This design comes from an exercise in tuning for small area on the open sky130 flow, not from production work. Only simulation tests tie the RTL to the original design; equivalence was not proved. Power figures rest on the tool's default switching activity, not on a simulated workload.

// CIC_Interpolator
module CIC_Interpolator 			(input wire 	   			clk,
								 			 input wire 	   			rst,
											 input wire signed [31:0] 	d_in,
											 output wire signed [31:0] 	d_out);
wire        first, load, v0, v3;
wire [10:0] dig_in, comb_out1, comb_out2, comb_out3;
reg  [31:0] integ_out1;
wire [31:0] integ_out2, integ_out3, integ_out;
upsampler  ctrl(.clk(clk), .rst(rst), .d_in(d_in), .d_out(dig_in), .first(first),
                .load(load), .v0(v0), .v3(v3));
Comb #(.D(0)) comb1(clk, first, v0, v3, dig_in,    comb_out1);
Comb #(.D(1)) comb2(clk, first, v0, v3, comb_out1, comb_out2);
Comb #(.D(1)) comb3(clk, first, v0, v3, comb_out2, comb_out3);
wire [10:0] tap1, tap4;
SRAM #(.DATA_WIDTH(11), .TAP1(1), .TAP4(4)) comb4_mem(.clk(clk), .i_data(comb_out3), .o_tap1(tap1), .o_tap4(tap4));
reg  [10:0] acc_d0, acc_d1, acc_d2;
reg         cs_carry, add_carry;
wire [10:0] x = acc_d2 & {11{v0}};
wire [10:0] y = tap1 & {11{v0}};
wire [10:0] z = ~(tap4 & {11{v3}});
wire [10:0] cs_s = x ^ y ^ z;
wire [10:0] cs_c = (x & y) | (x & z) | (y & z);
wire [10:0] acc_next;
wire        add_cout;
Adder #(.W(11)) acc_add(.a(cs_s), .b({cs_c[9:0], first | cs_carry}),
                        .cin(~first & add_carry), .s(acc_next), .cout(add_cout));
always @(posedge clk)
begin
	acc_d0    <= acc_next;
	acc_d1    <= acc_d0;
	acc_d2    <= acc_d1;
	cs_carry  <= cs_c[10];
	add_carry <= add_cout;
end
always @(posedge clk)
begin
	if (rst)
		integ_out1 <= 32'd0;
	else if (load & v0)
		integ_out1 <= {acc_d0[9:0], acc_d1, acc_d2};
end
Intergrator	integrator2	(clk,rst,integ_out1,integ_out2);
Intergrator	integrator3	(clk,rst,integ_out2,integ_out3);
Intergrator	integrator4	(clk,rst,integ_out3,integ_out);
assign d_out = integ_out;
endmodule
Size: ~690 flip-flops, roughly 66 I/O pins.
make LEC_CHECK=0 CAP_MARGIN=20 CORE_MARGIN=2 CORE_UTILIZATION=40 SLEW_MARGIN=20 finish   # period 4.0 ns
run.sh (not shown) runs the stock make flow with config.mk's settings and CLKGATE_MAP_FILE= SYNTH_SCRIPT=/design/flow/synth_recipe.tcl, a recipe that flattens the netlist after the stock synthesis.
Change:
- CTS_BUF_LIST: unset -> sky130_fd_sc_hd__clkbuf_16
- CTS_CLUSTER_DIAMETER: unset -> 100
- CTS_CLUSTER_SIZE: unset -> 30
Outcome: The changed run produced a clean layout. Utilization drops by 3.1 points. Design area drops by about 6.5%. Global-route usage drops by 0.77 points. Count of clock-buffer cells in the layout drops by 74. Synthesized cell count stays the same. Power drops by about 18%. Maximum frequency barely changes. Worst setup slack is better by 0.0058 ns. Area after synthesis is unchanged. Via count drops by 3.4%. Combinational power is about the same.

========
CIC_Interpolator, a different RTL version from the one above (not shown whole).
Size: about 2,800 cells after synthesis, about 66 I/O pins, ~27,000 um^2 of cells after synthesis.
clock: 4.0 ns
lec_check: 0
cap_margin: 20
core_margin: 2
core_utilization: 40
slew_margin: 20
The starting point ran to the end with no violations.
Edit:
CTS_BUF_LIST = sky130_fd_sc_hd__clkbuf_4   (was not set)
Effect:
- The changed run passed the timing, DRC and antenna checks
- via count rises by 2.8%
- synthesized cell count is unchanged
- wire length rises by 1.2%
- area after synthesis is unchanged

========
The RTL this note starts from:
==> flow/design.v <==
`timescale 1ns / 1ps
module SRAM #(parameter DATA_WIDTH = 11,
              parameter TAP1 = 1,
              parameter TAP4 = 4)
            (input  wire                    clk,
             input  wire [DATA_WIDTH-1:0]   i_data,
             output wire [DATA_WIDTH-1:0]   o_tap1,
             output wire [DATA_WIDTH-1:0]   o_tap4,
             output wire [DATA_WIDTH-1:0]   o_tap2,      
             output wire [DATA_WIDTH-1:0]   o_tap3);     
 reg  [3*TAP4*DATA_WIDTH-1:0] memory_array;
 wire [(3*TAP4+1)*DATA_WIDTH-1:0] line = {memory_array, i_data};
    always @ (posedge clk)
        memory_array <= line[3*TAP4*DATA_WIDTH-1:0];
 assign o_tap1 = line[3*TAP1*DATA_WIDTH +: DATA_WIDTH];
 assign o_tap4 = line[3*TAP4*DATA_WIDTH +: DATA_WIDTH];
 assign o_tap2 = line[3*(TAP1+1)*DATA_WIDTH +: DATA_WIDTH];
 assign o_tap3 = line[3*(TAP1+2)*DATA_WIDTH +: DATA_WIDTH];
endmodule
`timescale 1ns/1ns
module Comb #(parameter D = 1)
                    (input  wire                clk,
                     input  wire                first,    
                     input  wire                va,
                     input  wire                vb,
                     input  wire        [10:0]  d_in,
                     output wire        [10:0]  d_out);
wire [10:0] tap1, tap4;
reg         carry;
wire        cin, cout;
SRAM #(.DATA_WIDTH(11), .TAP1(D), .TAP4(D + 3)) memory(.clk(clk), .i_data(d_in), .o_tap1(tap1), .o_tap4(tap4),
                               .o_tap2(), .o_tap3());
assign cin = first | carry;
Adder #(.W(11)) sub(.a(tap1 & {11{va}}), .b(~(tap4 & {11{vb}})), .cin(cin),
                    .s(d_out), .cout(cout));
always @(posedge clk)
	carry <= cout;
endmodule
`timescale 1ns/1ns
module upsampler  (input  wire        clk,
                   input  wire        rst,
                   input  wire [31:0] d_in,
                   output wire [10:0] d_out,      
                   output wire        first,      
                   output wire        load,       
                   output wire        ph0,        
                   output wire        ph1,
                   output wire        ph2,
                   output wire        v0,         
                   output wire        v1,         
                   output wire        v2,         
                   output wire        v3);        
reg [2:0]  phase;       
reg [3:0]  nsmp;        
reg [10:0] dig1;
reg [9:0]  dig2;
	always @(posedge clk)
	begin
		if (rst)
		begin
			phase <= 3'b001;
			nsmp  <= 4'b0000;
		end else
		begin
			phase <= {phase[1:0], phase[2]};
			if (phase[2])
				nsmp <= {nsmp[2:0], 1'b1};
		end
	end
	always @(posedge clk)
	begin
		dig1 <= phase[0] ? d_in[21:11] : {1'b0, dig2};
		dig2 <= d_in[31:22];
	end
assign d_out = phase[0] ? d_in[10:0] : dig1;
assign first = phase[0];
assign load  = phase[0];
assign ph0   = phase[0];
assign ph1   = phase[1];
assign ph2   = phase[2];
assign v0    = nsmp[0];
assign v1    = nsmp[1];
assign v2    = nsmp[2];
assign v3    = nsmp[3];
endmodule
`timescale 1ns/1ns
module Intergrator		(input  wire 	   		clk,
						 input  wire 	   		rst,
						 input  wire [31:0] 	d_in,
						 output reg  [31:0] 	d_out);
reg  [3:1]  carry;
wire [3:0]  cout;
wire [31:0] sum;
RippleAdder8 add0(.a(d_out[7:0]),   .b(d_in[7:0]),   .cin(1'b0),     .s(sum[7:0]),   .cout(cout[0]));
RippleAdder8 add1(.a(d_out[15:8]),  .b(d_in[15:8]),  .cin(carry[1]), .s(sum[15:8]),  .cout(cout[1]));
RippleAdder8 add2(.a(d_out[23:16]), .b(d_in[23:16]), .cin(carry[2]), .s(sum[23:16]), .cout(cout[2]));
RippleAdder8 add3(.a(d_out[31:24]), .b(d_in[31:24]), .cin(carry[3]), .s(sum[31:24]), .cout(cout[3]));
	always @(posedge clk)
	begin
		if (rst)
		begin
			d_out <= 32'd0;
			carry <= 3'd0;
		end else
		begin
			d_out <= sum;
			carry <= cout[2:0];
		end
	end
endmodule
module RippleAdder8 (input  wire [7:0] a,
                     input  wire [7:0] b,
                     input  wire       cin,
                     output wire [7:0] s,
                     output wire       cout);
wire [8:0] c;
assign c[0] = cin;
genvar i;
generate for (i = 0; i < 8; i = i + 1) begin : bit_
	assign s[i]   = a[i] ^ b[i] ^ c[i];
	assign c[i+1] = (a[i] & b[i]) | (c[i] & (a[i] ^ b[i]));
end endgenerate
assign cout = c[8];
endmodule
module Adder #(parameter W = 11,
               parameter LO = 6)
              (input  wire [W-1:0] a,
               input  wire [W-1:0] b,
               input  wire         cin,
               output wire [W-1:0] s,
               output wire         cout);
wire [W:0]   c;         
wire [W-1:0] s0;        
wire         clo;       
wire [W-1:LO] ones;     
assign c[0] = cin;
genvar i;
generate for (i = 0; i < W; i = i + 1) begin : bit_
	wire ci = (i == LO) ? 1'b0 : c[i];
	assign s0[i]  = a[i] ^ b[i] ^ ci;
	assign c[i+1] = (a[i] & b[i]) | (ci & (a[i] ^ b[i]));
end endgenerate
assign clo = c[LO];
assign ones[LO] = 1'b1;
generate for (i = LO + 1; i < W; i = i + 1) begin : ones_
	assign ones[i] = ones[i-1] & s0[i-1];
end endgenerate
assign s[LO-1:0] = s0[LO-1:0];
assign s[W-1:LO] = s0[W-1:LO] ^ ({(W-LO){clo}} & ones);
assign cout      = c[W] | (clo & ones[W-1] & s0[W-1]);
endmodule
module AdderSk #(parameter W = 32)
                (input  wire [W-1:0] a,
                 input  wire [W-1:0] b,
                 input  wire         cin,
                 output wire [W-1:0] s,
                 output wire         cout);
wire [W-1:0] p = a ^ b;
wire [W-1:0] g = a & b;
reg  [W-1:0] G, P, Gn, Pn;
integer i, d;
always @(*) begin
	G = g; P = p;
	G[0] = g[0] | (p[0] & cin);
	for (d = 1; d < W; d = d * 2) begin
		Gn = G; Pn = P;
		for (i = 0; i < W; i = i + 1)
			if ((i / d) % 2 == 1) begin
				Gn[i] = G[i] | (P[i] & G[(i / d) * d - 1]);
				Pn[i] = P[i] & P[(i / d) * d - 1];
			end
		G = Gn; P = Pn;
	end
end
assign s    = p ^ {G[W-2:0], cin};
assign cout = G[W-1];
endmodule
`timescale 1ns / 1ps
module CIC_Interpolator 			(input wire 	   			clk,
								 			 input wire 	   			rst,
											 input wire signed [31:0] 	d_in,
											 output wire signed [31:0] 	d_out);
wire        first, load, ph0, ph1, ph2, v0, v1, v2, v3;
wire [10:0] dig_in, comb_out1, comb_out2, comb_out3;
reg  [31:0] integ_out1;
wire [31:0] integ_out2, integ_out3, integ_out;
upsampler  ctrl(.clk(clk), .rst(rst), .d_in(d_in), .d_out(dig_in), .first(first),
                .load(load), .ph0(ph0), .ph1(ph1), .ph2(ph2), .v0(v0), .v1(v1), .v2(v2), .v3(v3));
Comb #(.D(0)) comb1(clk, first, v0, v3, dig_in,    comb_out1);
Comb #(.D(1)) comb2(clk, first, v0, v3, comb_out1, comb_out2);
Comb #(.D(1)) comb3(clk, first, v0, v3, comb_out2, comb_out3);
wire [10:0] tap1, tap2, tap3;
SRAM #(.DATA_WIDTH(11), .TAP1(1), .TAP4(3)) comb4_mem(.clk(clk), .i_data(comb_out3),
        .o_tap1(tap1), .o_tap2(tap2), .o_tap3(tap3), .o_tap4());
reg  [10:0] acc_d0;
reg         cs_carry, add_carry;
wire [10:0] x = tap1 & {11{v0}};
wire [10:0] y = tap2 & {11{v1}};
wire [10:0] z = tap3 & {11{v2}};
wire [10:0] cs_s = x ^ y ^ z;
wire [10:0] cs_c = (x & y) | (x & z) | (y & z);
wire [10:0] acc_next;
wire        add_cout;
AdderSk #(.W(11)) acc_add(.a(cs_s), .b({cs_c[9:0], ~first & cs_carry}),
                        .cin(~first & add_carry), .s(acc_next), .cout(add_cout));
always @(posedge clk)
begin
	acc_d0    <= acc_next;
	cs_carry  <= cs_c[10];
	add_carry <= add_cout;
end
always @(posedge clk)
begin
	if (rst)
		integ_out1 <= 32'd0;
	else
	begin
		if (ph0)
			integ_out1[7:0]   <= acc_next[7:0];
		if (ph1)
			integ_out1[15:8]  <= {acc_next[4:0], acc_d0[10:8]};
		if (ph2)
			integ_out1[23:16] <= {acc_next[1:0], acc_d0[10:5]};
		if (ph0 & v0)
			integ_out1[31:24] <= acc_d0[9:2];
	end
end
Intergrator	integrator2	(clk,rst,integ_out1,integ_out2);
Intergrator	integrator3	(clk,rst,integ_out2,integ_out3);
Intergrator	integrator4	(clk,rst,integ_out3,integ_out);
reg [7:0]  out0_d1, out0_d2, out0_d3, out1_d1, out1_d2, out2_d1;
always @(posedge clk)
begin
	out0_d1 <= integ_out[7:0];   out0_d2 <= out0_d1; out0_d3 <= out0_d2;
	out1_d1 <= integ_out[15:8];  out1_d2 <= out1_d1;
	out2_d1 <= integ_out[23:16];
end
assign d_out = {integ_out[31:24], {out2_d1, out1_d2, out0_d3} & {24{v0}}};
endmodule
export LEC_CHECK = 0
export CAP_MARGIN = 20
export CORE_MARGIN = 2
export CORE_UTILIZATION = 40
export CTS_BUF_LIST = sky130_fd_sc_hd__clkbuf_16
export CTS_CLUSTER_DIAMETER = 80
export CTS_CLUSTER_SIZE = 36
export SLEW_MARGIN = 20
create_clock -name core_clock -period 4.0 [get_ports {clk}]
standard.sh (not shown) runs the stock make flow with config.mk's settings and CLKGATE_MAP_FILE= SYNTH_SCRIPT=/design/flow/synth_recipe.tcl, a recipe that flattens the netlist after the stock synthesis.
==> flow/flow/run.sh <==
#!/bin/bash
# The standard layout (standard synthesis unchanged), except that the
# buffer placed on every input and output port is the plain buf_1 cell
# rather than the delay buffer the resizer would pick. The full output of
# the ORFS run goes to standard.log here; ORFS's own per-step logs are kept
# under orfs/logs.
set -o pipefail
export BUFFER_PORTS_ARGS="-buffer_cell sky130_fd_sc_hd__buf_1"
bash standard.sh > standard.log 2>&1
Next try:
==> flow/run.sh (new file) <==
#!/bin/bash
# synth_recipe.tcl (not shown) runs the flow's synth.tcl, then flattens the netlist and writes it again
# the make line also repeats each setting of config.mk as NAME=value (left out here)
make -C /OpenROAD-flow-scripts/flow DESIGN_CONFIG=/design/flow/config.mk WORK_HOME=/design/flow/orfs CLKGATE_MAP_FILE= SYNTH_SCRIPT=/design/flow/synth_recipe.tcl finish
CTS_CLUSTER_DIAMETER = 100   (was 80)
CTS_CLUSTER_SIZE = 30   (was 36)
removed: flow/flow/run.sh
removed: flow/standard.sh
Outcome: Hold slack is better by 35 ps. Die area does not change. Design area grows slightly. Total power falls by a few percent. Count of clock-buffer cells in the layout increases by 1. Via count stays flat.
Next try:
==> flow/flow/run.sh (new file) <==
#!/bin/bash
# Standard layout, with the port buffers made of the smallest plain buffer.
set -o pipefail
ls -la > ls.log 2>&1
cat standard.sh > standard_sh.log 2>&1
export BUFFER_PORTS_ARGS="-buffer_cell sky130_fd_sc_hd__buf_1"
bash standard.sh > standard.log 2>&1
==> flow/standard.sh (new file) <==
#!/bin/bash
# synth_recipe.tcl (not shown) runs the flow's synth.tcl, then flattens the netlist and writes it again
# the make line also repeats each setting of config.mk as NAME=value (left out here)
make -C /OpenROAD-flow-scripts/flow DESIGN_CONFIG=/design/flow/config.mk WORK_HOME=/design/flow/orfs CLKGATE_MAP_FILE= SYNTH_SCRIPT=/design/flow/synth_recipe.tcl "${@:-finish}"
removed: flow/run.sh
=> Synthesized area stays the same. Hold slack degrades by 38 ps. Clock skew shrinks by 5.0 ps. Setup slack improved by 110 ps. Wire length drops by 3.3%. Sequential share of layout area went up by 1.2 points. Flip-flop and latch count stays the same. Non-clock buffer count goes down by 2. Power fell by 0.46%. Via count is about the same. Clock-buffer cell count stays the same.

-- re-timing with driven ports --
Ports are ideal in the flow. The routed layouts listed here were re-timed in OpenROAD.
Step 1, drivers: a clkbuf_16 drives clk and a buf_2 each remaining input, both assumed.
Step 2 moves the port delays by t, midway between the first and last clock arrival at a register: inputs arrive t later, outputs are due t later. That takes back most of the time a late clock gives input paths.
Slacks: ideal / step 1 / step 2; pairs: ideal / step 1.
run | t (ns) | slack for setup (ns) | cell pins on the clock port's net
the first run of note 1 | 0.639 | 0.262 / 0.262 / -0.063 | 1
the second run of note 1 | 0.647 | 0.268 / 0.268 / -0.033 | 1
the first run of note 2 | 0.653 | 0.342 / 0.342 / 0.342 | 1
the second run of note 2 | 1.004 | 0.350 / 0.350 / 0.350 | 1
the first run of note 3 | 0.629 | 0.285 / 0.285 / -0.025 | 1
the second run of note 3 | 0.638 | 0.178 / 0.178 / -0.410 | 1
the third run of note 3 | 0.633 | 0.290 / 0.290 / -0.046 | 1
With both steps, setup timing fails in 5 of these runs, where it was met with ideal ports. The setup slack of the second run of note 3, which loses most, moves by 0.000 ns with the drivers and by -0.588 ns with both steps.
